Background: an optimization exercise with open tools, aiming at small area and a short achievable clock period. Do not read the settings as production practice.
The RTL was checked by simulation tests, not by an equivalence proof against the original design.
Power is estimated from default activity; no workload was simulated.

`flow/run.sh`:
```
#!/bin/bash
set -euo pipefail
MARGIN=5.3
bash standard.sh "BUFFER_PORTS_ARGS=-buffer_cell sky130_fd_sc_hd__buf_1" "SETUP_SLACK_MARGIN=$MARGIN" finish > standard.log 2>&1
```
`standard.sh`:
```
#!/bin/bash
# synth_recipe.tcl (not shown) runs the flow's synth.tcl, then flattens the netlist and writes it again
# the make line also repeats each setting of config.mk as NAME=value (left out here)
make -C /OpenROAD-flow-scripts/flow DESIGN_CONFIG=/design/flow/config.mk WORK_HOME=/design/flow/orfs CLKGATE_MAP_FILE= SYNTH_SCRIPT=/design/flow/synth_recipe.tcl "${@:-finish}"
```
`config.mk`:
```
export PLATFORM = sky130hd
export DESIGN_NAME = SCPU
export DESIGN_NICKNAME = SCPU
export VERILOG_FILES = /design/flow/design.v
export SDC_FILE = /design/flow/constraint.sdc
export NUM_CORES = 8
export LEC_CHECK = 0
export ABC_AREA = 1
export CAP_MARGIN = 20
export CORE_MARGIN = 2
export CORE_UTILIZATION = 40
export CTS_CLUSTER_DIAMETER = 100
export CTS_CLUSTER_SIZE = 25
export SLEW_MARGIN = 20
export SYNTH_HIERARCHICAL = 1
export SYNTH_MINIMUM_KEEP_SIZE = 0
```
`constraint.sdc`:
```
create_clock -name core_clock -period 8.0 [get_ports {clk}]
set_input_delay 1.6000 -clock core_clock [delete_from_list [all_inputs] [get_ports {clk}]]
set_output_delay 1.6000 -clock core_clock [all_outputs]
set_load 0.01 [all_outputs]
```
`design.v`:
```
module SCPU(clk, rst_n, in_valid, instruction, MEM_out, busy, out_valid, out0, out1, out2, out3, out4, out5, out6, out7, out8, out9, out10, out11, out12, out13, out14, out15, WEN, ADDR, MEM_in);
input clk, rst_n, in_valid;
input [18:0] instruction;
input [15:0] MEM_out;
output busy, out_valid, WEN;
output [12:0] ADDR;
output [15:0] MEM_in;
output reg [15:0] out0, out1, out2, out3, out4, out5, out6, out7, out8, out9, out10, out11, out12, out13, out14, out15;
assign busy = 1'b0;
wire [15:0] rdA, rdB;
wire [3:0] s0_n, s10_n, s11_n;
wire c4_n, c80_n, c81_n;
wire [4:0] ahp1_n;
scpu_s1 u_s1(.r({out15, out14, out13, out12, out11, out10, out9, out8, out7, out6, out5, out4, out3, out2, out1, out0}), .ins(instruction), .rda(rdA), .rdb(rdB), .s0(s0_n), .c4(c4_n), .s10(s10_n), .c80(c80_n), .s11(s11_n), .c81(c81_n), .ahp1(ahp1_n));
reg v1, wen_r;
reg [2:0] op1;
reg [11:0] f1;
reg [15:0] A, B;
reg [3:0] s0_r, s10_r, s11_r;
reg c4_r, c80_r, c81_r;
reg [4:0] ahp1_r;
always @(posedge clk or negedge rst_n)
  if (!rst_n) begin v1 <= 1'b0; wen_r <= 1'b1; end
  else begin v1 <= in_valid; wen_r <= ~(in_valid & (instruction[18:16] == 3'd5)); end
always @(posedge clk) begin
  op1 <= instruction[18:16];
  f1 <= instruction[11:0];
  A <= rdA;
  B <= rdB;
  s0_r <= s0_n; s10_r <= s10_n; s11_r <= s11_n;
  c4_r <= c4_n; c80_r <= c80_n; c81_r <= c81_n;
  ahp1_r <= ahp1_n;
end
assign WEN = wen_r;
wire c8 = c80_r | (c4_r & c81_r);
assign ADDR = {c8 ? ahp1_r : A[12:8], c4_r ? s11_r : s10_r, s0_r};
assign MEM_in = B;
wire [86:0] mrow;
wire [15:0] r1_n;
wire r2b_n;
scpu_s2 u_s2(.a(A), .b(B), .op(op1), .f(f1[7:0]), .m(mrow), .r1(r1_n), .r2b(r2b_n));
reg v2, we1, we2, ld2, mul2, ov, r2b_r;
reg [3:0] d1, d2;
reg [15:0] r1_r;
reg q0_0, q0_1, q1_0, q2_0, q2_1, q2_2, q3_0, q3_1, q4_0, q4_1, q4_2, q5_0, q5_1, q5_2, q6_0, q6_1, q6_2, q7_0, q7_1, q7_2, q8_0, q8_1, q8_2, q9_0, q9_1, q9_2, q10_0, q10_1, q10_2, q11_0, q11_1, q11_2, q12_0, q12_1, q12_2, q13_0, q13_1, q13_2, q14_0, q14_1, q14_2, q15_0, q15_1, q15_2, q16_0, q16_1, q16_2, q17_0, q17_1, q17_2, q18_0, q18_1, q18_2, q19_0, q19_1, q19_2, q20_0, q20_1, q20_2, q21_0, q21_1, q21_2, q22_0, q22_1, q22_2, q23_0, q23_1, q23_2, q24_0, q24_1, q24_2, q25_0, q25_1, q25_2, q26_0, q26_1, q26_2, q27_0, q27_1, q27_2, q28_0, q28_1, q28_2, q29_0, q29_1, q30_0, q31_0;
always @(posedge clk or negedge rst_n)
  if (!rst_n) begin v2 <= 1'b0; we1 <= 1'b0; we2 <= 1'b0; end
  else begin
    v2 <= v1;
    we1 <= v1 & (op1 != 3'd5);
    we2 <= v1 & ((op1 == 3'd1) | (op1 == 3'd2) | (op1 == 3'd7));
  end
always @(posedge clk) begin
  ld2 <= (op1 == 3'd6);
  mul2 <= (op1 == 3'd1);
  d1 <= ((op1 == 3'd3) | (op1 == 3'd4) | (op1 == 3'd6)) ? f1[11:8] : f1[7:4];
  d2 <= f1[3:0];
  r1_r <= r1_n;
  r2b_r <= r2b_n;
  q0_0 <= mrow[0];
  q0_1 <= mrow[1];
  q1_0 <= mrow[2];
  q2_0 <= mrow[3];
  q2_1 <= mrow[4];
  q2_2 <= mrow[5];
  q3_0 <= mrow[6];
  q3_1 <= mrow[7];
  q4_0 <= mrow[8];
  q4_1 <= mrow[9];
  q4_2 <= mrow[10];
  q5_0 <= mrow[11];
  q5_1 <= mrow[12];
  q5_2 <= mrow[13];
  q6_0 <= mrow[14];
  q6_1 <= mrow[15];
  q6_2 <= mrow[16];
  q7_0 <= mrow[17];
  q7_1 <= mrow[18];
  q7_2 <= mrow[19];
  q8_0 <= mrow[20];
  q8_1 <= mrow[21];
  q8_2 <= mrow[22];
  q9_0 <= mrow[23];
  q9_1 <= mrow[24];
  q9_2 <= mrow[25];
  q10_0 <= mrow[26];
  q10_1 <= mrow[27];
  q10_2 <= mrow[28];
  q11_0 <= mrow[29];
  q11_1 <= mrow[30];
  q11_2 <= mrow[31];
  q12_0 <= mrow[32];
  q12_1 <= mrow[33];
  q12_2 <= mrow[34];
  q13_0 <= mrow[35];
  q13_1 <= mrow[36];
  q13_2 <= mrow[37];
  q14_0 <= mrow[38];
  q14_1 <= mrow[39];
  q14_2 <= mrow[40];
  q15_0 <= mrow[41];
  q15_1 <= mrow[42];
  q15_2 <= mrow[43];
  q16_0 <= mrow[44];
  q16_1 <= mrow[45];
  q16_2 <= mrow[46];
  q17_0 <= mrow[47];
  q17_1 <= mrow[48];
  q17_2 <= mrow[49];
  q18_0 <= mrow[50];
  q18_1 <= mrow[51];
  q18_2 <= mrow[52];
  q19_0 <= mrow[53];
  q19_1 <= mrow[54];
  q19_2 <= mrow[55];
  q20_0 <= mrow[56];
  q20_1 <= mrow[57];
  q20_2 <= mrow[58];
  q21_0 <= mrow[59];
  q21_1 <= mrow[60];
  q21_2 <= mrow[61];
  q22_0 <= mrow[62];
  q22_1 <= mrow[63];
  q22_2 <= mrow[64];
  q23_0 <= mrow[65];
  q23_1 <= mrow[66];
  q23_2 <= mrow[67];
  q24_0 <= mrow[68];
  q24_1 <= mrow[69];
  q24_2 <= mrow[70];
  q25_0 <= mrow[71];
  q25_1 <= mrow[72];
  q25_2 <= mrow[73];
  q26_0 <= mrow[74];
  q26_1 <= mrow[75];
  q26_2 <= mrow[76];
  q27_0 <= mrow[77];
  q27_1 <= mrow[78];
  q27_2 <= mrow[79];
  q28_0 <= mrow[80];
  q28_1 <= mrow[81];
  q28_2 <= mrow[82];
  q29_0 <= mrow[83];
  q29_1 <= mrow[84];
  q30_0 <= mrow[85];
  q31_0 <= mrow[86];
end
wire [255:0] nrf;
scpu_s3 u_s3(.q({q31_0, q30_0, q29_1, q29_0, q28_2, q28_1, q28_0, q27_2, q27_1, q27_0, q26_2, q26_1, q26_0, q25_2, q25_1, q25_0, q24_2, q24_1, q24_0, q23_2, q23_1, q23_0, q22_2, q22_1, q22_0, q21_2, q21_1, q21_0, q20_2, q20_1, q20_0, q19_2, q19_1, q19_0, q18_2, q18_1, q18_0, q17_2, q17_1, q17_0, q16_2, q16_1, q16_0, q15_2, q15_1, q15_0, q14_2, q14_1, q14_0, q13_2, q13_1, q13_0, q12_2, q12_1, q12_0, q11_2, q11_1, q11_0, q10_2, q10_1, q10_0, q9_2, q9_1, q9_0, q8_2, q8_1, q8_0, q7_2, q7_1, q7_0, q6_2, q6_1, q6_0, q5_2, q5_1, q5_0, q4_2, q4_1, q4_0, q3_1, q3_0, q2_2, q2_1, q2_0, q1_0, q0_1, q0_0}), .r1(r1_r), .r2b(r2b_r), .mul(mul2), .ld(ld2), .we1(we1), .we2(we2), .d1(d1), .d2(d2), .mo(MEM_out), .r({out15, out14, out13, out12, out11, out10, out9, out8, out7, out6, out5, out4, out3, out2, out1, out0}), .nr(nrf));
assign out_valid = ov;
always @(posedge clk or negedge rst_n)
  if (!rst_n) begin
    ov <= 1'b0;
    out0 <= 16'd0;
    out1 <= 16'd0;
    out2 <= 16'd0;
    out3 <= 16'd0;
    out4 <= 16'd0;
    out5 <= 16'd0;
    out6 <= 16'd0;
    out7 <= 16'd0;
    out8 <= 16'd0;
    out9 <= 16'd0;
    out10 <= 16'd0;
    out11 <= 16'd0;
    out12 <= 16'd0;
    out13 <= 16'd0;
    out14 <= 16'd0;
    out15 <= 16'd0;
  end else begin
    ov <= v2;
    out0 <= nrf[15:0];
    out1 <= nrf[31:16];
    out2 <= nrf[47:32];
    out3 <= nrf[63:48];
    out4 <= nrf[79:64];
    out5 <= nrf[95:80];
    out6 <= nrf[111:96];
    out7 <= nrf[127:112];
    out8 <= nrf[143:128];
    out9 <= nrf[159:144];
    out10 <= nrf[175:160];
    out11 <= nrf[191:176];
    out12 <= nrf[207:192];
    out13 <= nrf[223:208];
    out14 <= nrf[239:224];
    out15 <= nrf[255:240];
  end
endmodule
module scpu_s1(r, ins, rda, rdb, s0, c4, s10, c80, s11, c81, ahp1);
input [255:0] r;
input [18:0] ins;
output [15:0] rda, rdb;
output [3:0] s0, s10, s11;
output c4, c80, c81;
output [4:0] ahp1;
wire [15:0] sa = 16'd1 << ins[15:12];
wire [15:0] sb = 16'd1 << ins[11:8];
reg [15:0] ta, tb;
integer i;
always @(*) begin
  ta = 16'd0; tb = 16'd0;
  for (i = 0; i < 16; i = i + 1) begin
    ta = ta | (r[16*i +: 16] & {16{sa[i]}});
    tb = tb | (r[16*i +: 16] & {16{sb[i]}});
  end
end
assign rda = ta;
assign rdb = tb;
wire [7:0] ag = ta[7:0] & ins[7:0];
wire [7:0] at = ta[7:0] | ins[7:0];
wire [7:0] ap = ta[7:0] ^ ins[7:0];
assign s0 = ap[3:0] ^ {(ag[0] & at[1] & at[2]) | (ag[1] & at[2]) | (ag[2]), (ag[0] & at[1]) | (ag[1]), (ag[0]), 1'b0};
assign c4 = (ag[0] & at[1] & at[2] & at[3]) | (ag[1] & at[2] & at[3]) | (ag[2] & at[3]) | (ag[3]);
assign s10 = ap[7:4] ^ {(ag[4] & at[5] & at[6]) | (ag[5] & at[6]) | (ag[6]), (ag[4] & at[5]) | (ag[5]), (ag[4]), 1'b0};
assign c80 = (ag[4] & at[5] & at[6] & at[7]) | (ag[5] & at[6] & at[7]) | (ag[6] & at[7]) | (ag[7]);
assign s11 = ap[7:4] ^ {(at[4] & at[5] & at[6]) | (ag[4] & at[5] & at[6]) | (ag[5] & at[6]) | (ag[6]), (at[4] & at[5]) | (ag[4] & at[5]) | (ag[5]), (at[4]) | (ag[4]), (1'b1)};
assign c81 = (at[4] & at[5] & at[6] & at[7]) | (ag[4] & at[5] & at[6] & at[7]) | (ag[5] & at[6] & at[7]) | (ag[6] & at[7]) | (ag[7]);
assign ahp1 = ta[12:8] + 5'd1;
endmodule
module scpu_s2(a, b, op, f, m, r1, r2b);
input [15:0] a, b;
input [2:0] op;
input [7:0] f;
output [86:0] m;
output [15:0] r1;
output r2b;
wire [16:0] bx = {b, 1'b0};
wire [16:0] ax = {a[15], a};
wire [7:0] one, two, ng, nsx;
assign one[0] = bx[1] ^ bx[0];
assign two[0] = (bx[2] & ~bx[1] & ~bx[0]) | (~bx[2] & bx[1] & bx[0]);
assign ng[0] = bx[2];
assign one[1] = bx[3] ^ bx[2];
assign two[1] = (bx[4] & ~bx[3] & ~bx[2]) | (~bx[4] & bx[3] & bx[2]);
assign ng[1] = bx[4];
assign one[2] = bx[5] ^ bx[4];
assign two[2] = (bx[6] & ~bx[5] & ~bx[4]) | (~bx[6] & bx[5] & bx[4]);
assign ng[2] = bx[6];
assign one[3] = bx[7] ^ bx[6];
assign two[3] = (bx[8] & ~bx[7] & ~bx[6]) | (~bx[8] & bx[7] & bx[6]);
assign ng[3] = bx[8];
assign one[4] = bx[9] ^ bx[8];
assign two[4] = (bx[10] & ~bx[9] & ~bx[8]) | (~bx[10] & bx[9] & bx[8]);
assign ng[4] = bx[10];
assign one[5] = bx[11] ^ bx[10];
assign two[5] = (bx[12] & ~bx[11] & ~bx[10]) | (~bx[12] & bx[11] & bx[10]);
assign ng[5] = bx[12];
assign one[6] = bx[13] ^ bx[12];
assign two[6] = (bx[14] & ~bx[13] & ~bx[12]) | (~bx[14] & bx[13] & bx[12]);
assign ng[6] = bx[14];
assign one[7] = bx[15] ^ bx[14];
assign two[7] = (bx[16] & ~bx[15] & ~bx[14]) | (~bx[16] & bx[15] & bx[14]);
assign ng[7] = bx[16];
wire [16:0] pp0 = (({17{one[0]}} & ax) | ({17{two[0]}} & {ax[15:0], 1'b0})) ^ {17{ng[0]}};
assign nsx[0] = ~pp0[16];
wire [16:0] pp1 = (({17{one[1]}} & ax) | ({17{two[1]}} & {ax[15:0], 1'b0})) ^ {17{ng[1]}};
assign nsx[1] = ~pp1[16];
wire [16:0] pp2 = (({17{one[2]}} & ax) | ({17{two[2]}} & {ax[15:0], 1'b0})) ^ {17{ng[2]}};
assign nsx[2] = ~pp2[16];
wire [16:0] pp3 = (({17{one[3]}} & ax) | ({17{two[3]}} & {ax[15:0], 1'b0})) ^ {17{ng[3]}};
assign nsx[3] = ~pp3[16];
wire [16:0] pp4 = (({17{one[4]}} & ax) | ({17{two[4]}} & {ax[15:0], 1'b0})) ^ {17{ng[4]}};
assign nsx[4] = ~pp4[16];
wire [16:0] pp5 = (({17{one[5]}} & ax) | ({17{two[5]}} & {ax[15:0], 1'b0})) ^ {17{ng[5]}};
assign nsx[5] = ~pp5[16];
wire [16:0] pp6 = (({17{one[6]}} & ax) | ({17{two[6]}} & {ax[15:0], 1'b0})) ^ {17{ng[6]}};
assign nsx[6] = ~pp6[16];
wire [16:0] pp7 = (({17{one[7]}} & ax) | ({17{two[7]}} & {ax[15:0], 1'b0})) ^ {17{ng[7]}};
assign nsx[7] = ~pp7[16];
wire mhs0, mhc0, mhs1, mhc1, mfs0, mfc0, mhs2, mhc2, mfs1, mfc1, mhs3, mhc3, mfs2, mfc2, mfs3, mfc3, mhs4, mhc4, mfs4, mfc4, mfs5, mfc5, mhs5, mhc5, mfs6, mfc6, mfs7, mfc7, mhs6, mhc6, mfs8, mfc8, mfs9, mfc9, mhs7, mhc7, mfs10, mfc10, mfs11, mfc11, mhs8, mhc8, mfs12, mfc12, mfs13, mfc13, mfs14, mfc14, mhs9, mhc9, mhs10, mhc10, mhs11, mhc11, mfs15, mfc15, mhs12, mhc12, mfs16, mfc16, mhs13, mhc13, mfs17, mfc17, mfs18, mfc18, mfs19, mfc19, mfs20, mfc20, mfs21, mfc21, mfs22, mfc22, mfs23, mfc23, mfs24, mfc24, mfs25, mfc25, mfs26, mfc26, mfs27, mfc27, mfs28, mfc28, mfs29, mfc29, mfs30, mfc30, mfs31, mfc31, mfs32, mfc32, mfs33, mfc33, mfs34, mfc34, mfs35, mfc35, mfs36, mfc36, mfs37, mfc37, mfs38, mfc38, mfs39, mfc39, mfs40, mfc40, mfs41, mfc41, mfs42, mfc42, mfs43, mfc43, mhs14, mhc14, mfs44, mfc44, mhs15, mhc15, mhs16, mhc16, mhs17, mhc17, mfs45, mfc45, mfs46, mfc46, mfs47, mfc47, mfs48, mfc48, mfs49, mfc49, mfs50, mfc50, mfs51, mfc51, mfs52, mfc52, mfs53, mfc53, mfs54, mfc54, mfs55, mfc55, mfs56, mfc56, mfs57, mfc57, mfs58, mfc58, mfs59, mfc59, mfs60, mfc60, mfs61, mfc61, mfs62, mfc62, mfs63, mfc63, mfs64, mfc64, mfs65, mfc65, mhs18, mhc18;
assign mhs0 = pp0[10] ^ pp1[8];
assign mhc0 = pp0[10] & pp1[8];
assign mhs1 = pp0[11] ^ pp1[9];
assign mhc1 = pp0[11] & pp1[9];
assign mfs0 = pp0[12] ^ pp1[10] ^ pp2[8];
assign mfc0 = (pp0[12] & pp1[10]) | (pp0[12] & pp2[8]) | (pp1[10] & pp2[8]);
assign mhs2 = pp3[6] ^ pp4[4];
assign mhc2 = pp3[6] & pp4[4];
assign mfs1 = pp0[13] ^ pp1[11] ^ pp2[9];
assign mfc1 = (pp0[13] & pp1[11]) | (pp0[13] & pp2[9]) | (pp1[11] & pp2[9]);
assign mhs3 = pp3[7] ^ pp4[5];
assign mhc3 = pp3[7] & pp4[5];
assign mfs2 = pp0[14] ^ pp1[12] ^ pp2[10];
assign mfc2 = (pp0[14] & pp1[12]) | (pp0[14] & pp2[10]) | (pp1[12] & pp2[10]);
assign mfs3 = pp3[8] ^ pp4[6] ^ pp5[4];
assign mfc3 = (pp3[8] & pp4[6]) | (pp3[8] & pp5[4]) | (pp4[6] & pp5[4]);
assign mhs4 = pp6[2] ^ pp7[0];
assign mhc4 = pp6[2] & pp7[0];
assign mfs4 = pp0[15] ^ pp1[13] ^ pp2[11];
assign mfc4 = (pp0[15] & pp1[13]) | (pp0[15] & pp2[11]) | (pp1[13] & pp2[11]);
assign mfs5 = pp3[9] ^ pp4[7] ^ pp5[5];
assign mfc5 = (pp3[9] & pp4[7]) | (pp3[9] & pp5[5]) | (pp4[7] & pp5[5]);
assign mhs5 = pp6[3] ^ pp7[1];
assign mhc5 = pp6[3] & pp7[1];
assign mfs6 = pp0[16] ^ pp1[14] ^ pp2[12];
assign mfc6 = (pp0[16] & pp1[14]) | (pp0[16] & pp2[12]) | (pp1[14] & pp2[12]);
assign mfs7 = pp3[10] ^ pp4[8] ^ pp5[6];
assign mfc7 = (pp3[10] & pp4[8]) | (pp3[10] & pp5[6]) | (pp4[8] & pp5[6]);
assign mhs6 = pp6[4] ^ pp7[2];
assign mhc6 = pp6[4] & pp7[2];
assign mfs8 = pp0[16] ^ pp1[15] ^ pp2[13];
assign mfc8 = (pp0[16] & pp1[15]) | (pp0[16] & pp2[13]) | (pp1[15] & pp2[13]);
assign mfs9 = pp3[11] ^ pp4[9] ^ pp5[7];
assign mfc9 = (pp3[11] & pp4[9]) | (pp3[11] & pp5[7]) | (pp4[9] & pp5[7]);
assign mhs7 = pp6[5] ^ pp7[3];
assign mhc7 = pp6[5] & pp7[3];
assign mfs10 = nsx[0] ^ nsx[1] ^ pp2[14];
assign mfc10 = (nsx[0] & nsx[1]) | (nsx[0] & pp2[14]) | (nsx[1] & pp2[14]);
assign mfs11 = pp3[12] ^ pp4[10] ^ pp5[8];
assign mfc11 = (pp3[12] & pp4[10]) | (pp3[12] & pp5[8]) | (pp4[10] & pp5[8]);
assign mhs8 = pp6[6] ^ pp7[4];
assign mhc8 = pp6[6] & pp7[4];
assign mfs12 = 1'b1 ^ pp2[15] ^ pp3[13];
assign mfc12 = (1'b1 & pp2[15]) | (1'b1 & pp3[13]) | (pp2[15] & pp3[13]);
assign mfs13 = pp4[11] ^ pp5[9] ^ pp6[7];
assign mfc13 = (pp4[11] & pp5[9]) | (pp4[11] & pp6[7]) | (pp5[9] & pp6[7]);
assign mfs14 = nsx[2] ^ pp3[14] ^ pp4[12];
assign mfc14 = (nsx[2] & pp3[14]) | (nsx[2] & pp4[12]) | (pp3[14] & pp4[12]);
assign mhs9 = 1'b1 ^ pp3[15];
assign mhc9 = 1'b1 & pp3[15];
assign mhs10 = pp0[6] ^ pp1[4];
assign mhc10 = pp0[6] & pp1[4];
assign mhs11 = pp0[7] ^ pp1[5];
assign mhc11 = pp0[7] & pp1[5];
assign mfs15 = pp0[8] ^ pp1[6] ^ pp2[4];
assign mfc15 = (pp0[8] & pp1[6]) | (pp0[8] & pp2[4]) | (pp1[6] & pp2[4]);
assign mhs12 = pp3[2] ^ pp4[0];
assign mhc12 = pp3[2] & pp4[0];
assign mfs16 = pp0[9] ^ pp1[7] ^ pp2[5];
assign mfc16 = (pp0[9] & pp1[7]) | (pp0[9] & pp2[5]) | (pp1[7] & pp2[5]);
assign mhs13 = pp3[3] ^ pp4[1];
assign mhc13 = pp3[3] & pp4[1];
assign mfs17 = pp2[6] ^ pp3[4] ^ pp4[2];
assign mfc17 = (pp2[6] & pp3[4]) | (pp2[6] & pp4[2]) | (pp3[4] & pp4[2]);
assign mfs18 = pp5[0] ^ ng[5] ^ mhs0;
assign mfc18 = (pp5[0] & ng[5]) | (pp5[0] & mhs0) | (ng[5] & mhs0);
assign mfs19 = pp2[7] ^ pp3[5] ^ pp4[3];
assign mfc19 = (pp2[7] & pp3[5]) | (pp2[7] & pp4[3]) | (pp3[5] & pp4[3]);
assign mfs20 = pp5[1] ^ mhc0 ^ mhs1;
assign mfc20 = (pp5[1] & mhc0) | (pp5[1] & mhs1) | (mhc0 & mhs1);
assign mfs21 = pp5[2] ^ pp6[0] ^ ng[6];
assign mfc21 = (pp5[2] & pp6[0]) | (pp5[2] & ng[6]) | (pp6[0] & ng[6]);
assign mfs22 = mhc1 ^ mfs0 ^ mhs2;
assign mfc22 = (mhc1 & mfs0) | (mhc1 & mhs2) | (mfs0 & mhs2);
assign mfs23 = pp5[3] ^ pp6[1] ^ mfc0;
assign mfc23 = (pp5[3] & pp6[1]) | (pp5[3] & mfc0) | (pp6[1] & mfc0);
assign mfs24 = mhc2 ^ mfs1 ^ mhs3;
assign mfc24 = (mhc2 & mfs1) | (mhc2 & mhs3) | (mfs1 & mhs3);
assign mfs25 = ng[7] ^ mfc1 ^ mhc3;
assign mfc25 = (ng[7] & mfc1) | (ng[7] & mhc3) | (mfc1 & mhc3);
assign mfs26 = mfs2 ^ mfs3 ^ mhs4;
assign mfc26 = (mfs2 & mfs3) | (mfs2 & mhs4) | (mfs3 & mhs4);
assign mfs27 = mfc2 ^ mfc3 ^ mhc4;
assign mfc27 = (mfc2 & mfc3) | (mfc2 & mhc4) | (mfc3 & mhc4);
assign mfs28 = mfs4 ^ mfs5 ^ mhs5;
assign mfc28 = (mfs4 & mfs5) | (mfs4 & mhs5) | (mfs5 & mhs5);
assign mfs29 = mfc4 ^ mfc5 ^ mhc5;
assign mfc29 = (mfc4 & mfc5) | (mfc4 & mhc5) | (mfc5 & mhc5);
assign mfs30 = mfs6 ^ mfs7 ^ mhs6;
assign mfc30 = (mfs6 & mfs7) | (mfs6 & mhs6) | (mfs7 & mhs6);
assign mfs31 = mfc6 ^ mfc7 ^ mhc6;
assign mfc31 = (mfc6 & mfc7) | (mfc6 & mhc6) | (mfc7 & mhc6);
assign mfs32 = mfs8 ^ mfs9 ^ mhs7;
assign mfc32 = (mfs8 & mfs9) | (mfs8 & mhs7) | (mfs9 & mhs7);
assign mfs33 = mfc8 ^ mfc9 ^ mhc7;
assign mfc33 = (mfc8 & mfc9) | (mfc8 & mhc7) | (mfc9 & mhc7);
assign mfs34 = mfs10 ^ mfs11 ^ mhs8;
assign mfc34 = (mfs10 & mfs11) | (mfs10 & mhs8) | (mfs11 & mhs8);
assign mfs35 = pp7[5] ^ mfc10 ^ mfc11;
assign mfc35 = (pp7[5] & mfc10) | (pp7[5] & mfc11) | (mfc10 & mfc11);
assign mfs36 = mhc8 ^ mfs12 ^ mfs13;
assign mfc36 = (mhc8 & mfs12) | (mhc8 & mfs13) | (mfs12 & mfs13);
assign mfs37 = pp5[10] ^ pp6[8] ^ pp7[6];
assign mfc37 = (pp5[10] & pp6[8]) | (pp5[10] & pp7[6]) | (pp6[8] & pp7[6]);
assign mfs38 = mfc12 ^ mfc13 ^ mfs14;
assign mfc38 = (mfc12 & mfc13) | (mfc12 & mfs14) | (mfc13 & mfs14);
assign mfs39 = pp4[13] ^ pp5[11] ^ pp6[9];
assign mfc39 = (pp4[13] & pp5[11]) | (pp4[13] & pp6[9]) | (pp5[11] & pp6[9]);
assign mfs40 = pp7[7] ^ mfc14 ^ mhs9;
assign mfc40 = (pp7[7] & mfc14) | (pp7[7] & mhs9) | (mfc14 & mhs9);
assign mfs41 = nsx[3] ^ pp4[14] ^ pp5[12];
assign mfc41 = (nsx[3] & pp4[14]) | (nsx[3] & pp5[12]) | (pp4[14] & pp5[12]);
assign mfs42 = pp6[10] ^ pp7[8] ^ mhc9;
assign mfc42 = (pp6[10] & pp7[8]) | (pp6[10] & mhc9) | (pp7[8] & mhc9);
assign mfs43 = 1'b1 ^ pp4[15] ^ pp5[13];
assign mfc43 = (1'b1 & pp4[15]) | (1'b1 & pp5[13]) | (pp4[15] & pp5[13]);
assign mhs14 = pp6[11] ^ pp7[9];
assign mhc14 = pp6[11] & pp7[9];
assign mfs44 = nsx[4] ^ pp5[14] ^ pp6[12];
assign mfc44 = (nsx[4] & pp5[14]) | (nsx[4] & pp6[12]) | (pp5[14] & pp6[12]);
assign mhs15 = 1'b1 ^ pp5[15];
assign mhc15 = 1'b1 & pp5[15];
assign mhs16 = pp0[4] ^ pp1[2];
assign mhc16 = pp0[4] & pp1[2];
assign mhs17 = pp0[5] ^ pp1[3];
assign mhc17 = pp0[5] & pp1[3];
assign mfs45 = pp2[2] ^ pp3[0] ^ ng[3];
assign mfc45 = (pp2[2] & pp3[0]) | (pp2[2] & ng[3]) | (pp3[0] & ng[3]);
assign mfs46 = pp2[3] ^ pp3[1] ^ mhc10;
assign mfc46 = (pp2[3] & pp3[1]) | (pp2[3] & mhc10) | (pp3[1] & mhc10);
assign mfs47 = ng[4] ^ mhc11 ^ mfs15;
assign mfc47 = (ng[4] & mhc11) | (ng[4] & mfs15) | (mhc11 & mfs15);
assign mfs48 = mfc15 ^ mhc12 ^ mfs16;
assign mfc48 = (mfc15 & mhc12) | (mfc15 & mfs16) | (mhc12 & mfs16);
assign mfs49 = mfc16 ^ mhc13 ^ mfs17;
assign mfc49 = (mfc16 & mhc13) | (mfc16 & mfs17) | (mhc13 & mfs17);
assign mfs50 = mfc17 ^ mfc18 ^ mfs19;
assign mfc50 = (mfc17 & mfc18) | (mfc17 & mfs19) | (mfc18 & mfs19);
assign mfs51 = mfc19 ^ mfc20 ^ mfs21;
assign mfc51 = (mfc19 & mfc20) | (mfc19 & mfs21) | (mfc20 & mfs21);
assign mfs52 = mfc21 ^ mfc22 ^ mfs23;
assign mfc52 = (mfc21 & mfc22) | (mfc21 & mfs23) | (mfc22 & mfs23);
assign mfs53 = mfc23 ^ mfc24 ^ mfs25;
assign mfc53 = (mfc23 & mfc24) | (mfc23 & mfs25) | (mfc24 & mfs25);
assign mfs54 = mfc25 ^ mfc26 ^ mfs27;
assign mfc54 = (mfc25 & mfc26) | (mfc25 & mfs27) | (mfc26 & mfs27);
assign mfs55 = mfc27 ^ mfc28 ^ mfs29;
assign mfc55 = (mfc27 & mfc28) | (mfc27 & mfs29) | (mfc28 & mfs29);
assign mfs56 = mfc29 ^ mfc30 ^ mfs31;
assign mfc56 = (mfc29 & mfc30) | (mfc29 & mfs31) | (mfc30 & mfs31);
assign mfs57 = mfc31 ^ mfc32 ^ mfs33;
assign mfc57 = (mfc31 & mfc32) | (mfc31 & mfs33) | (mfc32 & mfs33);
assign mfs58 = mfc33 ^ mfc34 ^ mfs35;
assign mfc58 = (mfc33 & mfc34) | (mfc33 & mfs35) | (mfc34 & mfs35);
assign mfs59 = mfc35 ^ mfc36 ^ mfs37;
assign mfc59 = (mfc35 & mfc36) | (mfc35 & mfs37) | (mfc36 & mfs37);
assign mfs60 = mfc37 ^ mfc38 ^ mfs39;
assign mfc60 = (mfc37 & mfc38) | (mfc37 & mfs39) | (mfc38 & mfs39);
assign mfs61 = mfc39 ^ mfc40 ^ mfs41;
assign mfc61 = (mfc39 & mfc40) | (mfc39 & mfs41) | (mfc40 & mfs41);
assign mfs62 = mfc41 ^ mfc42 ^ mfs43;
assign mfc62 = (mfc41 & mfc42) | (mfc41 & mfs43) | (mfc42 & mfs43);
assign mfs63 = pp7[10] ^ mfc43 ^ mhc14;
assign mfc63 = (pp7[10] & mfc43) | (pp7[10] & mhc14) | (mfc43 & mhc14);
assign mfs64 = pp6[13] ^ pp7[11] ^ mfc44;
assign mfc64 = (pp6[13] & pp7[11]) | (pp6[13] & mfc44) | (pp7[11] & mfc44);
assign mfs65 = nsx[5] ^ pp6[14] ^ pp7[12];
assign mfc65 = (nsx[5] & pp6[14]) | (nsx[5] & pp7[12]) | (pp6[14] & pp7[12]);
assign mhs18 = 1'b1 ^ pp6[15];
assign mhc18 = 1'b1 & pp6[15];
assign m = {1'b1, nsx[7], pp7[15], 1'b1, mhc18, pp7[14], nsx[6], mhs18, mfc65, pp7[13], mfs65, mfc64, mhc15, mfs64, mfc63, mhs15, mfs63, mfc62, mfs44, mfs62, mfc61, mhs14, mfs61, mfc60, mfs42, mfs60, mfc59, mfs40, mfs59, mfc58, mfs38, mfs58, mfc57, mfs36, mfs57, mfc56, mfs34, mfs56, mfc55, mfs32, mfs55, mfc54, mfs30, mfs54, mfc53, mfs28, mfs53, mfc52, mfs26, mfs52, mfc51, mfs24, mfs51, mfc50, mfs22, mfs50, mfc49, mfs20, mfs49, mfc48, mfs18, mfs48, mfc47, mhs13, mfs47, mfc46, mhs12, mfs46, mfc45, mhs11, mfs45, mhc17, mhs10, mhs17, mhc16, pp2[1], mhs16, ng[2], pp2[0], pp1[1], pp0[3], ng[1], pp1[0], pp0[2], pp0[1], ng[0], pp0[0]};
wire [3:0] func = f[3:0];
wire sub = ((op == 3'd0) & (func == 4'd4)) | (op == 3'd4);
wire [15:0] y0 = (op == 3'd0) ? b : {{8{f[7]}}, f};
wire [15:0] sum = a + (y0 ^ {16{sub}}) + {15'd0, sub};
wire eq = (a == b);
wire signed [15:0] sa = a, sb = b;
wire lt = (sa < sb);
wire cmp = (op == 3'd2) ? eq : lt;
reg [15:0] t;
always @(*) begin
  t = 16'd0;
  case (op)
    3'd0: case (func)
            4'd0: t = a & b;
            4'd1: t = a | b;
            4'd2: t = a ^ b;
            4'd3, 4'd4: t = sum;
            default: t = 16'd0;
          endcase
    3'd3, 3'd4: t = sum;
    default: t = {15'd0, cmp};
  endcase
end
assign r1 = t;
assign r2b = ~cmp;
endmodule
module scpu_s3(q, r1, r2b, mul, ld, we1, we2, d1, d2, mo, r, nr);
input [86:0] q;
input [15:0] r1, mo;
input r2b, mul, ld, we1, we2;
input [3:0] d1, d2;
input [255:0] r;
output [255:0] nr;
wire q0_0 = q[0];
wire q0_1 = q[1];
wire q1_0 = q[2];
wire q2_0 = q[3];
wire q2_1 = q[4];
wire q2_2 = q[5];
wire q3_0 = q[6];
wire q3_1 = q[7];
wire q4_0 = q[8];
wire q4_1 = q[9];
wire q4_2 = q[10];
wire q5_0 = q[11];
wire q5_1 = q[12];
wire q5_2 = q[13];
wire q6_0 = q[14];
wire q6_1 = q[15];
wire q6_2 = q[16];
wire q7_0 = q[17];
wire q7_1 = q[18];
wire q7_2 = q[19];
wire q8_0 = q[20];
wire q8_1 = q[21];
wire q8_2 = q[22];
wire q9_0 = q[23];
wire q9_1 = q[24];
wire q9_2 = q[25];
wire q10_0 = q[26];
wire q10_1 = q[27];
wire q10_2 = q[28];
wire q11_0 = q[29];
wire q11_1 = q[30];
wire q11_2 = q[31];
wire q12_0 = q[32];
wire q12_1 = q[33];
wire q12_2 = q[34];
wire q13_0 = q[35];
wire q13_1 = q[36];
wire q13_2 = q[37];
wire q14_0 = q[38];
wire q14_1 = q[39];
wire q14_2 = q[40];
wire q15_0 = q[41];
wire q15_1 = q[42];
wire q15_2 = q[43];
wire q16_0 = q[44];
wire q16_1 = q[45];
wire q16_2 = q[46];
wire q17_0 = q[47];
wire q17_1 = q[48];
wire q17_2 = q[49];
wire q18_0 = q[50];
wire q18_1 = q[51];
wire q18_2 = q[52];
wire q19_0 = q[53];
wire q19_1 = q[54];
wire q19_2 = q[55];
wire q20_0 = q[56];
wire q20_1 = q[57];
wire q20_2 = q[58];
wire q21_0 = q[59];
wire q21_1 = q[60];
wire q21_2 = q[61];
wire q22_0 = q[62];
wire q22_1 = q[63];
wire q22_2 = q[64];
wire q23_0 = q[65];
wire q23_1 = q[66];
wire q23_2 = q[67];
wire q24_0 = q[68];
wire q24_1 = q[69];
wire q24_2 = q[70];
wire q25_0 = q[71];
wire q25_1 = q[72];
wire q25_2 = q[73];
wire q26_0 = q[74];
wire q26_1 = q[75];
wire q26_2 = q[76];
wire q27_0 = q[77];
wire q27_1 = q[78];
wire q27_2 = q[79];
wire q28_0 = q[80];
wire q28_1 = q[81];
wire q28_2 = q[82];
wire q29_0 = q[83];
wire q29_1 = q[84];
wire q30_0 = q[85];
wire q31_0 = q[86];
wire fhs0, fhc0, fhs1, fhc1, ffs0, ffc0, ffs1, ffc1, ffs2, ffc2, ffs3, ffc3, ffs4, ffc4, ffs5, ffc5, ffs6, ffc6, ffs7, ffc7, ffs8, ffc8, ffs9, ffc9, ffs10, ffc10, ffs11, ffc11, ffs12, ffc12, ffs13, ffc13, ffs14, ffc14, ffs15, ffc15, ffs16, ffc16, ffs17, ffc17, ffs18, ffc18, ffs19, ffc19, ffs20, ffc20, ffs21, ffc21, ffs22, ffc22, ffs23, ffc23, ffs24, ffc24, fhs2, fhc2;
assign fhs0 = q2_0 ^ q2_1;
assign fhc0 = q2_0 & q2_1;
assign fhs1 = q3_0 ^ q3_1;
assign fhc1 = q3_0 & q3_1;
assign ffs0 = q4_0 ^ q4_1 ^ q4_2;
assign ffc0 = (q4_0 & q4_1) | (q4_0 & q4_2) | (q4_1 & q4_2);
assign ffs1 = q5_0 ^ q5_1 ^ q5_2;
assign ffc1 = (q5_0 & q5_1) | (q5_0 & q5_2) | (q5_1 & q5_2);
assign ffs2 = q6_0 ^ q6_1 ^ q6_2;
assign ffc2 = (q6_0 & q6_1) | (q6_0 & q6_2) | (q6_1 & q6_2);
assign ffs3 = q7_0 ^ q7_1 ^ q7_2;
assign ffc3 = (q7_0 & q7_1) | (q7_0 & q7_2) | (q7_1 & q7_2);
assign ffs4 = q8_0 ^ q8_1 ^ q8_2;
assign ffc4 = (q8_0 & q8_1) | (q8_0 & q8_2) | (q8_1 & q8_2);
assign ffs5 = q9_0 ^ q9_1 ^ q9_2;
assign ffc5 = (q9_0 & q9_1) | (q9_0 & q9_2) | (q9_1 & q9_2);
assign ffs6 = q10_0 ^ q10_1 ^ q10_2;
assign ffc6 = (q10_0 & q10_1) | (q10_0 & q10_2) | (q10_1 & q10_2);
assign ffs7 = q11_0 ^ q11_1 ^ q11_2;
assign ffc7 = (q11_0 & q11_1) | (q11_0 & q11_2) | (q11_1 & q11_2);
assign ffs8 = q12_0 ^ q12_1 ^ q12_2;
assign ffc8 = (q12_0 & q12_1) | (q12_0 & q12_2) | (q12_1 & q12_2);
assign ffs9 = q13_0 ^ q13_1 ^ q13_2;
assign ffc9 = (q13_0 & q13_1) | (q13_0 & q13_2) | (q13_1 & q13_2);
assign ffs10 = q14_0 ^ q14_1 ^ q14_2;
assign ffc10 = (q14_0 & q14_1) | (q14_0 & q14_2) | (q14_1 & q14_2);
assign ffs11 = q15_0 ^ q15_1 ^ q15_2;
assign ffc11 = (q15_0 & q15_1) | (q15_0 & q15_2) | (q15_1 & q15_2);
assign ffs12 = q16_0 ^ q16_1 ^ q16_2;
assign ffc12 = (q16_0 & q16_1) | (q16_0 & q16_2) | (q16_1 & q16_2);
assign ffs13 = q17_0 ^ q17_1 ^ q17_2;
assign ffc13 = (q17_0 & q17_1) | (q17_0 & q17_2) | (q17_1 & q17_2);
assign ffs14 = q18_0 ^ q18_1 ^ q18_2;
assign ffc14 = (q18_0 & q18_1) | (q18_0 & q18_2) | (q18_1 & q18_2);
assign ffs15 = q19_0 ^ q19_1 ^ q19_2;
assign ffc15 = (q19_0 & q19_1) | (q19_0 & q19_2) | (q19_1 & q19_2);
assign ffs16 = q20_0 ^ q20_1 ^ q20_2;
assign ffc16 = (q20_0 & q20_1) | (q20_0 & q20_2) | (q20_1 & q20_2);
assign ffs17 = q21_0 ^ q21_1 ^ q21_2;
assign ffc17 = (q21_0 & q21_1) | (q21_0 & q21_2) | (q21_1 & q21_2);
assign ffs18 = q22_0 ^ q22_1 ^ q22_2;
assign ffc18 = (q22_0 & q22_1) | (q22_0 & q22_2) | (q22_1 & q22_2);
assign ffs19 = q23_0 ^ q23_1 ^ q23_2;
assign ffc19 = (q23_0 & q23_1) | (q23_0 & q23_2) | (q23_1 & q23_2);
assign ffs20 = q24_0 ^ q24_1 ^ q24_2;
assign ffc20 = (q24_0 & q24_1) | (q24_0 & q24_2) | (q24_1 & q24_2);
assign ffs21 = q25_0 ^ q25_1 ^ q25_2;
assign ffc21 = (q25_0 & q25_1) | (q25_0 & q25_2) | (q25_1 & q25_2);
assign ffs22 = q26_0 ^ q26_1 ^ q26_2;
assign ffc22 = (q26_0 & q26_1) | (q26_0 & q26_2) | (q26_1 & q26_2);
assign ffs23 = q27_0 ^ q27_1 ^ q27_2;
assign ffc23 = (q27_0 & q27_1) | (q27_0 & q27_2) | (q27_1 & q27_2);
assign ffs24 = q28_0 ^ q28_1 ^ q28_2;
assign ffc24 = (q28_0 & q28_1) | (q28_0 & q28_2) | (q28_1 & q28_2);
assign fhs2 = q29_0 ^ q29_1;
assign fhc2 = q29_0 & q29_1;
wire [31:0] fs = {q31_0, q30_0, ffc24, ffc23, ffc22, ffc21, ffc20, ffc19, ffc18, ffc17, ffc16, ffc15, ffc14, ffc13, ffc12, ffc11, ffc10, ffc9, ffc8, ffc7, ffc6, ffc5, ffc4, ffc3, ffc2, ffc1, ffc0, fhc1, fhc0, q2_2, q1_0, q0_0};
wire [31:0] fc = {1'b0, fhc2, fhs2, ffs24, ffs23, ffs22, ffs21, ffs20, ffs19, ffs18, ffs17, ffs16, ffs15, ffs14, ffs13, ffs12, ffs11, ffs10, ffs9, ffs8, ffs7, ffs6, ffs5, ffs4, ffs3, ffs2, ffs1, ffs0, fhs1, fhs0, 1'b0, q0_1};
wire [31:0] p = fs + fc;
wire [15:0] x1 = ld ? mo : r1;
wire [15:0] w1 = mul ? p[31:16] : x1;
wire [15:0] w2 = mul ? p[15:0] : {15'd0, r2b};
genvar g;
generate for (g = 0; g < 16; g = g + 1) begin : wb
  wire s2 = we2 && d2 == g;
  wire s1 = we1 && d1 == g && !s2;
  wire h = !(s1 | s2);
  genvar k;
  for (k = 0; k < 16; k = k + 1) begin : bt
    scpu_wbit u(.s2(s2), .w2(w2[k]), .s1(s1), .w1(w1[k]), .h(h), .q(r[16*g+k]), .d(nr[16*g+k]));
  end
end endgenerate
endmodule
module scpu_wbit(s2, w2, s1, w1, h, q, d);
input s2, w2, s1, w1, h, q;
output d;
assign d = (s2 & w2) | (s1 & w1) | (h & q);
endmodule
```
==> impl_metrics.csv, run 1 <==
group,metric,value,unit
yosys,ys_types,56,
sta,grt_setup_unrepaired,"true",
pwr,power_density,558.1,mW/mm2
yosys,yosys-top-cells-count,"1,489 x nand2_1, 390 x nand3_1, 356 x inv_1",
setup_path,worstSetupPathType,"reg -> out",
sta,tightest_slew,1.263,ns
setup_path,start_kind,"flop",
sta,finalCriticalPeriod,3.118,ns
yosys,yosysSeqAreaShare,0.3389,
floorplan,die_y,278.0,um
sta,timing.final.hold_violations,0,
route,remaining_drc_errors,0,
floorplan,fp-row-count,100,
route,vias,36887,
sta,max_freq,0.3207,GHz
global_route,grt_antenna_before_repair,5,
cells_and_area,synthToLayoutAreaGrowth,55.27,%
global_route,grt_pass1_vias,33426,
clocking,h-tree-depth,1,
global_route,grt_overflow,0,
global_route,grt_pass1_wl,237300,um
route,wl_per_cell,29.59,um
yosys,synth_area_leader_cell,"dfrtp_1",
setup_path,crit_arrival,1.52,ns
worst_hold_path,hp-class,"reg -> reg",
yosys,synthTopCellsByArea,"dfrtp_1 22%, nand2_1 19%, dfxtp_1 12%",
yosys,synth_most_common_cell,"nand2_1",
clocking,holdBufCountCts,0,
clocking,insertion_delay,0.68,ns
clocking,cts_sinks,443,
placed_design,pre_cts_ws,3.477,ns
route,first_pass_iters,9,
sta,fin_crit_sh,0.3897,
cells_and_area,fin_nets,5265,
yosys,synth_top_area_frac,0.2174,
setup_path,cp.required,6.40,ns
placed_design,gp_congestion,1.072,
route,viasPerCell,6.151,
global_route,grt_use_total,0.4193,
floorplan,die_area,0.07730,mm2
outcome,status,"timing/DRC/antenna clean",
yosys,synth_ff_type,"dfrtp_1",
cells_and_area,layout.cells.non_filler,5997,
floorplan,ios,326,
placed_design,hpwlAfterDp,115000,um
sta,skew,0.05465,ns
clocking,cts_buffers,29,
pwr,vdd_drop_max,0.0003415,V
yosys,synth-async-reset-ratio,0.5914,
yosys,yosys_warnings,9,
setup_path,path_max_fanout,4,
placed_design,numPortBuffers,324,
clocking,cts_tree,"yes",
sta,setup_viol,0,
flow_run,drv_cap,0,
yosys,synth_edf_count,0,
floorplan,chipWidth,278.0,um
sta,fin_tns_setup,0,ns
pwr,p_leak,24.10,nW
global_route,grt_max_degree,148,
cells_and_area,drive_gt1_frac,0.4655,
floorplan,start_util,0.4035,
route,drtIter0Drc,4863,
sta,worst_slack,4.882,ns
setup_path,crit_path_end_kind,"primary output",
yosys,synth_area_per_cell,7.214,um2
sta,slew_violations,0,
sta,slew_headroom,0.1553,
yosys,syn-cell-area,0.03004,mm2
clocking,cts_root_buf,"clkbuf_16",
placed_design,place_inst,5356,
yosys,syn_inst,4164,
route,postRouteAntennaNets,0,
yosys,ys_ff_latch,443,
route,wl,177400,um
clocking,clkTransAtPathRegs,0.10,ns
floorplan,core_area,0.07445,mm2
sta,holdWs,0.3578,ns
clocking,clk_path_buf_depth,3,
-- metrics by stage --
step / cell area (um2) / power [mW] / utilization
final: 46640 / 26.03 / 0.6265
after global routing: 46640 / 27.23 / 0.6264
after CTS: 40820 / 21.89 / 0.5483
after detailed placement: 32560 / 15.98 / 0.4374
after floorplan: 30630 / 13.33 / -
after global placement: 32530 / 15.85 / 0.4370
-- path summary, 6_finish.rpt --
kind,start,end,slack (ns),cells after the start
max,c4_r$_DFF_P_,ADDR[4],4.88,3
min in group asynchronous,rst_n,out0[9]$_DFF_PN0_,0.98,1
max reg2reg,B[7]$_DFF_P_,q16_2$_DFF_P_,4.99,10
max in group asynchronous,rst_n,out13[6]$_DFF_PN0_,5.46,2
min reg2reg,v2$_DFF_PN0_,ov$_DFF_PN0_,0.36,0
min,v2$_DFF_PN0_,ov$_DFF_PN0_,0.36,0
-- what timing repair did --
action                                   CTS  global route
resized for setup                       1004          1285
buffers inserted                         439           116
pin swaps                                160           407
cloned                                    22            10
endpoints found under the setup margin   653           658
-- sequential cells by signal, summed over array words and instances, names as in the netlist, 5 cells and up --
signal / count
out14: 16
f1: 12
out4: 16
out6: 16
out5: 16
out11: 16
out7: 16
out8: 16
r1_r: 16
out9: 16
ahp1_r: 5
B: 16
out12: 16
out1: 16
out3: 16
A: 16
out15: 16
out13: 16
out2: 16
out10: 16
out0: 16
-- cells in the final DEF (no fill, tap or decap), types with 17 or more instances in the layout --
cell type	Yosys	routed
a21oi_1	91	61
a21oi_2	0	20
buf_1	11	40
buf_12	0	51
buf_2	48	20
buf_4	85	521
buf_6	2	221
clkbuf_16	0	32
clkbuf_2	0	95
dfrtp_1	261	80
dfrtp_2	0	181
dfxtp_1	181	129
dfxtp_2	0	26
dfxtp_4	0	26
fa_1	89	42
fa_2	0	47
ha_1	133	94
ha_4	0	29
inv_1	356	288
inv_2	29	57
inv_4	0	17
nand2_1	1489	1066
nand2_2	24	202
nand2_4	4	227
nand2_8	0	32
nand3_1	390	144
nand3_2	11	221
nand3_4	0	36
nand4_1	89	89
nor2_1	232	184
nor2_2	5	25
nor2_4	7	35
o2111ai_1	18	17
o21ai_0	101	73
o21ai_1	21	22
o22ai_1	151	125
o22ai_2	1	21
xor2_1	141	135
-- cell families (layout without fill, tap and decap cells) --
group,count (synthesis),after routing,share of synthesized area
adder cells (fa/ha/maj),222,222,0.1147
buffers and inverters,583,1433,0.08597
AO/OA/AOI/OAI,459,461,0.09268
flip-flops,443,443,0.3389
other,2,4,0.0002500
XOR/XNOR,154,154,0.04490
multiplexers,1,1,0.0003332
AND/OR/NAND/NOR,2300,2310,0.3222
-- area by class of cell --
cell class              instances  area [um2]
multi-input cells            3151       23310
flip-flops and latches        443       10540
inverters                     403        1783
well taps                     969        1212
repair inverters                3       23.77
repair buffers                974        8730
diodes                          1       2.502
clock buffers                  36       762.0
fillers                      6121       27810
clock inverters                17       281.5
-- power breakdown --
part           switching, mW  internal (mW)
sequential              1.21           3.47
combinational           11.7           7.87
clock                   1.02          0.776
total                   13.9           12.1
-- modules after synthesis (local to each module, per instance) --
| module | area [um2] | cells |
|---|---|---|
| SCPU | 10470 | 505 |
| scpu_s2 | 7191 | 997 |
| scpu_s1 | 4548 | 930 |
| scpu_s3 | 3665 | 708 |
| scpu_wbit | 16.27 | 4 |
-- per-layer routing --
metal	global-route usage	vias to the layer above	routed length, um
met5	0	-	84
met3	0.1250	917	23820
met4	0.2546	10	15830
li1	-	15236	-
met2	0.6537	2998	75920
met1	0.5102	17726	61790
-- worst max-delay path, stage by stage (launching register included) --
cell and delay, ns:
dfxtp_4 0.39, buf_8 0.15, o21ai_4 0.21, buf_6 0.14
==> inputs of run 2 (changes only) <==
==> flow/run.sh (replaced) <==
#!/bin/bash
set -euo pipefail
bash standard.sh "BUFFER_PORTS_ARGS=-buffer_cell sky130_fd_sc_hd__buf_1" RECOVER_POWER=100 finish > standard.log 2>&1
--- a/config.mk
+++ b/config.mk
@@ -12,5 +12,7 @@
 export CTS_CLUSTER_DIAMETER = 100
 export CTS_CLUSTER_SIZE = 25
+export SETUP_SLACK_MARGIN = 5
 export SLEW_MARGIN = 20
 export SYNTH_HIERARCHICAL = 1
 export SYNTH_MINIMUM_KEEP_SIZE = 0
+export TNS_END_PERCENT = 5
==> impl_metrics.csv, run 2 <==
group,metric,value,unit
global_route,grt_overflow,0,
sta,max_freq,0.1875,GHz
setup_path,cp_top_family,"buffers and inverters",
sta,fin_crit_sh,0.6668,
route,topRoutingLayerUsed,"met5",
clocking,cts_sinks,443,
setup_path,cp.required,8.57,ns
setup_path,start_kind,"flop",
placed_design,gp_congestion,1.017,
sta,slew_violations,154,
setup_path,cpMostUsedCell,"fa_1",
sta,tightest_slew,2.440,ns
floorplan,fp-row-count,100,
route,met2WireLength,67730,um
clocking,insertion_delay,0.65,ns
setup_path,cpPeakStageDelay,1.06,ns
cells_and_area,fill_cells,7625,
route,first_pass_iters,6,
global_route,grt_pass1_wl,216400,um
yosys,synth-async-reset-ratio,0.5914,
yosys,synth_area_leader_cell,"dfrtp_1",
setup_path,crit_arrival,5.90,ns
floorplan,chipWidth,278.0,um
route,wl,154000,um
yosys,synth_edf_count,0,
yosys,synth_top_area_frac,0.2174,
yosys,yosys-top-cells-count,"1,489 x nand2_1, 390 x nand3_1, 356 x inv_1",
route,drtIter0Drc,4135,
route,postRouteAntennaNets,0,
pwr,seq_power_share,0.284,
yosys,syn-cell-area,0.03004,mm2
worst_hold_path,hp-class,"reg -> reg",
global_route,grt_max_degree,133,
sta,timing.final.hold_violations,0,
route,viasPerCell,5.921,
sta,skew,0.05991,ns
yosys,ys_types,56,
route,wl_met3,17290,um
yosys,yosysSeqAreaShare,0.3389,
yosys,synth_most_common_cell,"nand2_1",
pwr,p_leak,16.32,nW
yosys,ys_ff_latch,443,
sta,setup_viol,0,
floorplan,start_util,0.4035,
sta,holdWs,0.3673,ns
pwr,vdd_drop_max,0.0002290,V
pwr,p_clk_frac,0.088,
yosys,synthTopCellsByArea,"dfrtp_1 22%, nand2_1 19%, dfxtp_1 12%",
flow_run,drv_cap,9,
setup_path,path_max_fanout,19,
route,wl_per_cell,27.99,um
route,vias,32588,
placed_design,numPortBuffers,324,
cells_and_area,multi_input_area,0.01771,mm2
setup_path,crit_path_end_kind,"flop",
setup_path,crit_chain,"clkbuf_1, clkinvlp_2, o21ai_0, clkbuf_1, o22ai_1, xor2_1, fa_1, inv_1, fa_1, fa_1",
sta,finalCriticalPeriod,5.335,ns
setup_path,reg2reg_slack,2.67,ns
floorplan,die_area,0.07730,mm2
yosys,yosys_warnings,9,
cells_and_area,fin_nets,4773,
cells_and_area,drive_gt1_frac,0.08214,
floorplan,ios,326,
global_route,grt_antenna_before_repair,10,
pwr,combPwrFrac,0.628,
clocking,h-tree-depth,1,
yosys,syn_inst,4164,
sta,grt_setup_unrepaired,"true",
clocking,clk_path_buf_depth,3,
cells_and_area,layout_commonest_cell,"nand2_1",
route,remaining_drc_errors,0,
clocking,cts_buffers,25,
cells_and_area,seq_area,0.01020,mm2
global_route,grt_pass1_vias,30052,
global_route,grt_use_total,0.3818,
placed_design,hpwlAfterDp,115300,um
clocking,clkTransAtPathRegs,0.11,ns
setup_path,worstSetupPathType,"reg -> reg",
cells_and_area,synthToLayoutAreaGrowth,14.44,%
cells_and_area,mostFrequentLayoutCells,"1,493 x nand2_1, 385 x nand3_1, 347 x inv_1, 296 x buf_1, 261 x dfrtp_1",
floorplan,die_y,278.0,um
sta,fin_tns_setup,0,ns
sta,slew_headroom,-0.6270,
clocking,cts_root_buf,"clkbuf_16",
pwr,p_int,7.733,mW
clocking,cts_tree,"yes",
outcome,status,"finished with violations",
pwr,sw_frac_of_total,0.5734,
setup_path,cp_slowest_cell,"clkinvlp_2",
yosys,synth_ff_type,"dfrtp_1",
pwr,power_density,527.3,mW/mm2
floorplan,core_area,0.07445,mm2
yosys,synth_area_per_cell,7.214,um2
outcome,violations,"capacitance limit, slew limit",
clocking,holdBufCountCts,0,
setup_path,cp_num_buf_inv,4,
route,wl_met1,59910,um
pwr,p_switching,10.39,mW
run 2: changes by cell type in the layout (fill, tap and decap cells not counted), sizes merged, moves of 5 or more:
| cell | delta |
|---|---|
| diode | +5 |
| inv | -6 |
| nand2 | -5 |
| clkbuf | -59 |
| buf | -428 |
run 2: area by class of cell:
class,count,area share
multi-input cells,3145,0.5153
well taps,969,0.03527
diodes,6,0.0004368
clock inverters,13,0.005205
repair buffers,492,0.07833
inverters,403,0.04801
clock buffers,30,0.01995
repair inverters,3,0.0007644
flip-flops and latches,443,0.2968
run 2: power groups by stage:
stage | Clock, mW | Sequential (mW) | Combinational (mW)
CTS | 1.61 | 5.02 | 11.1
global route | 1.68 | 5.12 | 12.6
finish | 1.59 | 5.15 | 11.4
detailed placement | 0 | 5.02 | 10.8
floorplan | 0 | 4.41 | 8.62
global placement | 0 | 5.07 | 10.7
run 2: per-stage QoR:
stage | total power [mW] | cell area [um2] | setup slack [ns] | std cells | utilization
3_5_place_dp | 15.84 | 32270 | 3.445 | 5360 | 0.4335
4_1_cts | 17.73 | 34400 | 4.773 | 5474 | 0.4620
5_1_grt | 19.42 | 34360 | 2.458 | 5499 | 0.4616
6_report | 18.13 | 34380 | 2.665 | 5504 | 0.4617
2_1_floorplan | 13.03 | 30150 | 4.646 | 4165 | -
3_3_place_gp | 15.77 | 32270 | 3.507 | 5360 | 0.4335
run 2: path summary, 6_finish.rpt:
check | cells past startpoint | startpoint | end
min in group asynchronous | 1 | rst_n | out0[12]$_DFF_PN0_
max in group asynchronous | 2 | rst_n | out11[1]$_DFF_PN0_
setup reg to reg | 10 | B[3]$_DFF_P_ | q14_2$_DFF_P_
hold / removal | 0 | v2$_DFF_PN0_ | ov$_DFF_PN0_
hold reg to reg | 0 | v2$_DFF_PN0_ | ov$_DFF_PN0_
setup / recovery | 10 | B[3]$_DFF_P_ | q14_2$_DFF_P_
run 2: modules after synthesis (local to each module, per instance):
module	cells	cell area [um2]
SCPU	505	10470
scpu_s2	997	7191
scpu_s1	930	4548
scpu_s3	708	3665
scpu_wbit	4	16.27
run 2: routing by layer:
layer,vias up,global-route usage
li1,14209,-
met1,15613,0.5093
met2,2266,0.5976
met3,490,0.07287
met4,10,0.1787
met5,-,0
run 2: logic make-up after synthesis:
group | count (synthesis) | synth area share
compound gates | 459 | 0.09268
xor+xnor | 154 | 0.04490
fa+ha+maj | 222 | 0.1147
buf+inv | 583 | 0.08597
flops | 443 | 0.3389
mux | 1 | 0.0003332
other cells | 2 | 0.0002500
simple gates | 2300 | 0.3222
run 2: timing repair:
| action | CTS | global route |
|---|---|---|
| cloned | 7 | 7 |
| pin swaps | 34 | 14 |
| resized for setup | 185 | 94 |
| buffers inserted | 64 | 17 |
| setup endpoints to repair | 360 | 373 |
==> inputs of run 3 (changes only) <==
==> flow/run.sh (replaced) <==
#!/bin/bash
set -euo pipefail
bash standard.sh "BUFFER_PORTS_ARGS=-buffer_cell sky130_fd_sc_hd__buf_1" finish > standard.log 2>&1
--- a/config.mk
+++ b/config.mk
@@ -7,11 +7,12 @@
 export LEC_CHECK = 0
 export ABC_AREA = 1
-export CAP_MARGIN = 20
+export CAP_MARGIN = 0
 export CORE_MARGIN = 2
 export CORE_UTILIZATION = 40
 export CTS_CLUSTER_DIAMETER = 100
 export CTS_CLUSTER_SIZE = 25
+export PLACE_DENSITY = 0.75
 export SETUP_SLACK_MARGIN = 5
-export SLEW_MARGIN = 20
+export SLEW_MARGIN = 0
 export SYNTH_HIERARCHICAL = 1
 export SYNTH_MINIMUM_KEEP_SIZE = 0
==> impl_metrics.csv, run 3 <==
group,metric,value,unit
yosys,synthSimpleGateAreaFrac,0.3222,
clocking,insertion_delay,0.67,ns
global_route,grt_overflow,0,
sta,setup_viol,0,
yosys,synthAdderAreaFrac,0.1147,
yosys,synth_compound_area_frac,0.09268,
yosys,syn-cell-area,0.03004,mm2
global_route,grt_max_degree,144,
setup_path,cp_top_family,"flip-flops",
pwr,combPwrFrac,0.632,
pwr,p_switching,10.55,mW
pwr,power_density,528.1,mW/mm2
floorplan,ios,326,
clocking,cts_root_buf,"clkbuf_16",
yosys,ys_types,56,
route,postRouteAntennaNets,0,
placed_design,numPortBuffers,324,
cells_and_area,layout_commonest_cell,"nand2_1",
route,first_pass_iters,7,
setup_path,cpPeakStageDelay,0.66,ns
setup_path,start_kind,"flop",
floorplan,die_y,278.0,um
pwr,p_clk_frac,0.088,
sta,fin_tns_setup,0,ns
clocking,cts_tree,"yes",
floorplan,fp-row-count,100,
sta,slew_violations,0,
pwr,p_leak,16.46,nW
pwr,seq_power_share,0.280,
clocking,h-tree-depth,1,
cells_and_area,layout.cells.non_filler,5493,
sta,tightest_slew,1.394,ns
setup_path,cp.required,6.40,ns
sta,fin_crit_sh,0.3925,
pwr,sw_frac_of_total,0.5715,
sta,finalCriticalPeriod,3.140,ns
global_route,grt_use_total,0.3744,
yosys,synth_edf_count,0,
route,viasPerCell,6.018,
sta,grt_setup_unrepaired,"true",
worst_hold_path,hp-class,"reg -> reg",
yosys,synthTopCellsByArea,"dfrtp_1 22%, nand2_1 19%, dfxtp_1 12%",
floorplan,core_area,0.07445,mm2
cells_and_area,mostFrequentLayoutCells,"1,460 x nand2_1, 378 x nand3_1, 340 x inv_1, 310 x buf_1, 261 x dfrtp_1",
clocking,clkTransAtPathRegs,0.10,ns
setup_path,cp_slowest_cell,"dfrtp_1",
route,wl,151100,um
route,wl_per_cell,27.51,um
clocking,cts_buffers,26,
clocking,clk_path_buf_depth,3,
global_route,grt_antenna_before_repair,4,
setup_path,worstSetupPathType,"reg -> out",
yosys,ys_ff_latch,443,
yosys,yosysSeqAreaShare,0.3389,
floorplan,chipWidth,278.0,um
floorplan,die_area,0.07730,mm2
placed_design,gp_congestion,1.049,
yosys,synth_area_per_cell,7.214,um2
global_route,grt_pass1_vias,30872,
global_route,grt_pass1_wl,214100,um
cells_and_area,fill_cells,7437,
cells_and_area,synthToLayoutAreaGrowth,16.39,%
pwr,vdd_drop_max,0.0002748,V
yosys,synth_top_area_frac,0.2174,
placed_design,hpwlAfterDp,113500,um
sta,skew,0.07549,ns
yosys,yosys-top-cells-count,"1,489 x nand2_1, 390 x nand3_1, 356 x inv_1",
yosys,muxShareOfSynthArea,0.0003332,
setup_path,cp_num_buf_inv,1,
pwr,p_int,7.912,mW
yosys,synth_area_leader_cell,"dfrtp_1",
floorplan,start_util,0.4035,
yosys,synth-async-reset-ratio,0.5914,
sta,max_freq,0.3185,GHz
outcome,status,"timing/DRC/antenna clean",
yosys,yosys_warnings,9,
route,vias,33056,
setup_path,path_max_fanout,5,
cells_and_area,drive_gt1_frac,0.1050,
yosys,synth_xor_area_frac,0.04490,
yosys,synth_most_common_cell,"nand2_1",
cells_and_area,fin_nets,4763,
placed_design,place_inst,5350,
setup_path,crit_chain,"buf_1",
sta,slew_headroom,0.06758,
sta,timing.final.hold_violations,0,
flow_run,drv_cap,0,
route,remaining_drc_errors,0,
setup_path,crit_path_end_kind,"primary output",
clocking,cts_sinks,443,
yosys,syn_inst,4164,
route,drtIter0Drc,4281,
yosys,synth_top_family_by_area,"simple AND/OR/NAND/NOR gates",
setup_path,crit_arrival,1.54,ns
yosys,synth_ff_type,"dfrtp_1",
[run 3: worst register-to-register path, cell delays in order, from the launching register on]
cell and delay (ns):
dfxtp_2 0.39, inv_6 0.20, nand2_1 0.20, nand2_1 0.17, nand2_4 0.15, o22ai_1 0.19, xor2_1 0.23, fa_1 0.46
fa_1 0.43, inv_1 0.08, fa_1 0.41
[run 3: per-layer routing]
metal | share of wire | wire [um] | vias to the layer above | GRT usage
met4 | 0.080 | 12030 | 6 | 0.2270
met5 | 0.00023 | 34 | - | 0
li1 | - | - | 14193 | -
met1 | 0.36 | 53730 | 15504 | 0.4619
met2 | 0.44 | 65730 | 2654 | 0.5828
met3 | 0.13 | 19570 | 699 | 0.1035
[run 3: repair_timing]
item / 4_1_cts / 5_1_grt
setup endpoints to repair: 365 / 394
gates resized for setup: 171 / 108
pin swaps: 29 / 30
endpoints found under the hold margin: 0 / 0
setup buffers: 50 / 37
cloned: 4 / 3
hold buffers: 0 / 0
[run 3: worst paths after layout]
kind	depth (start not counted)	to	slack (ns)	start
setup / recovery	1	out11[13]	4.86	out11[13]$_DFF_PN0_
hold / removal	0	ov$_DFF_PN0_	0.36	v2$_DFF_PN0_
setup reg to reg	10	q20_2$_DFF_P_	4.93	B[11]$_DFF_P_
hold reg to reg	0	ov$_DFF_PN0_	0.36	v2$_DFF_PN0_
max in group asynchronous	3	out6[4]$_DFF_PN0_	5.45	rst_n
min in group asynchronous	1	out0[7]$_DFF_PN0_	0.94	rst_n
[run 3: per-module statistics from Yosys, one instance, submodules excluded]
module     cells inside  flops+latches
SCPU                505            443
scpu_s2             997              0
scpu_s1             930              0
scpu_s3             708              0
scpu_wbit             4              0
[run 3: kinds of logic after synthesis]
family,count (synthesis)
XOR/XNOR,154
other,2
AND/OR/NAND/NOR,2300
AO/OA/AOI/OAI,459
buffers and inverters,583
multiplexers,1
flip-flops,443
adder cells (fa/ha/maj),222
[run 3: power by group through the flow]
stage	clock network (mW)	logic [mW]	registers, mW
final	1.63	11.7	5.16
after global routing	1.69	12.8	5.11
after CTS	1.62	11.1	4.99
after detailed placement	0	10.8	4.99
after global placement	0	10.5	5.02
after floorplan	0	8.62	4.41
[run 3: area by class of cell]
type	instances	area, um2	area share
antenna	1	2.502	0.00007158
sequential	443	10220	0.2923
inverter	403	1698	0.04857
timing repair inverter	2	20.02	0.0005726
clock buffer	36	719.4	0.02058
clock inverter	12	190.2	0.005440
tap	969	1212	0.03468
timing repair buffer	486	2784	0.07963
multi-input combinational	3141	18110	0.5182
[run 3: stage by stage]
step                      power [mW]  utilization  hold slack, ns  worst slack, ns  cell area [um2]
after CTS                      17.66       0.4591          0.3589            4.801            34180
final                          18.46       0.4696          0.3555            4.860            34960
after global placement         15.57       0.4326          0.3329            3.468            32210
after floorplan                13.03            -          0.3312            4.646            30150
after detailed placement       15.77       0.4326          0.3389            3.476            32210
after global routing           19.60       0.4696          0.3725            4.817            34960

[what the ideal ports hide]
The flow's constraints put no driver on any port. The routed layouts listed below were extracted and timed again, unchanged, in two steps.
Step 1 (the two cells are an assumption about what drives the block):
set clk [get_ports {clk}]
set_driving_cell -lib_cell sky130_fd_sc_hd__clkbuf_16 $clk
set_driving_cell -lib_cell sky130_fd_sc_hd__buf_2 [delete_from_list [all_inputs] $clk]
Step 2 adds t to the input delays and takes it off the output delays; t is the mean of the earliest and latest rising clock arrival at the registers after step 1. Input paths then give back, and output paths get back, about the clock's delay inside the block.
Three values: ideal, step 1, step 2; two values: the first two.
run | shift t [ns] | setup WS [ns] | clock arrival spread, ns | cell pins on the clock port's net
run 1 | 0.724 | 4.882 / 4.811 / 4.215 | 0.055 / 0.054 | 1
run 2 | 0.699 | 2.665 / 2.665 / 2.665 | 0.059 / 0.060 | 1
run 3 | 0.698 | 4.860 / 4.790 / 4.120 | 0.075 / 0.076 | 1
The setup slack of run 3, which loses most, moves by -0.070 ns with the drivers and by -0.740 ns with both steps.
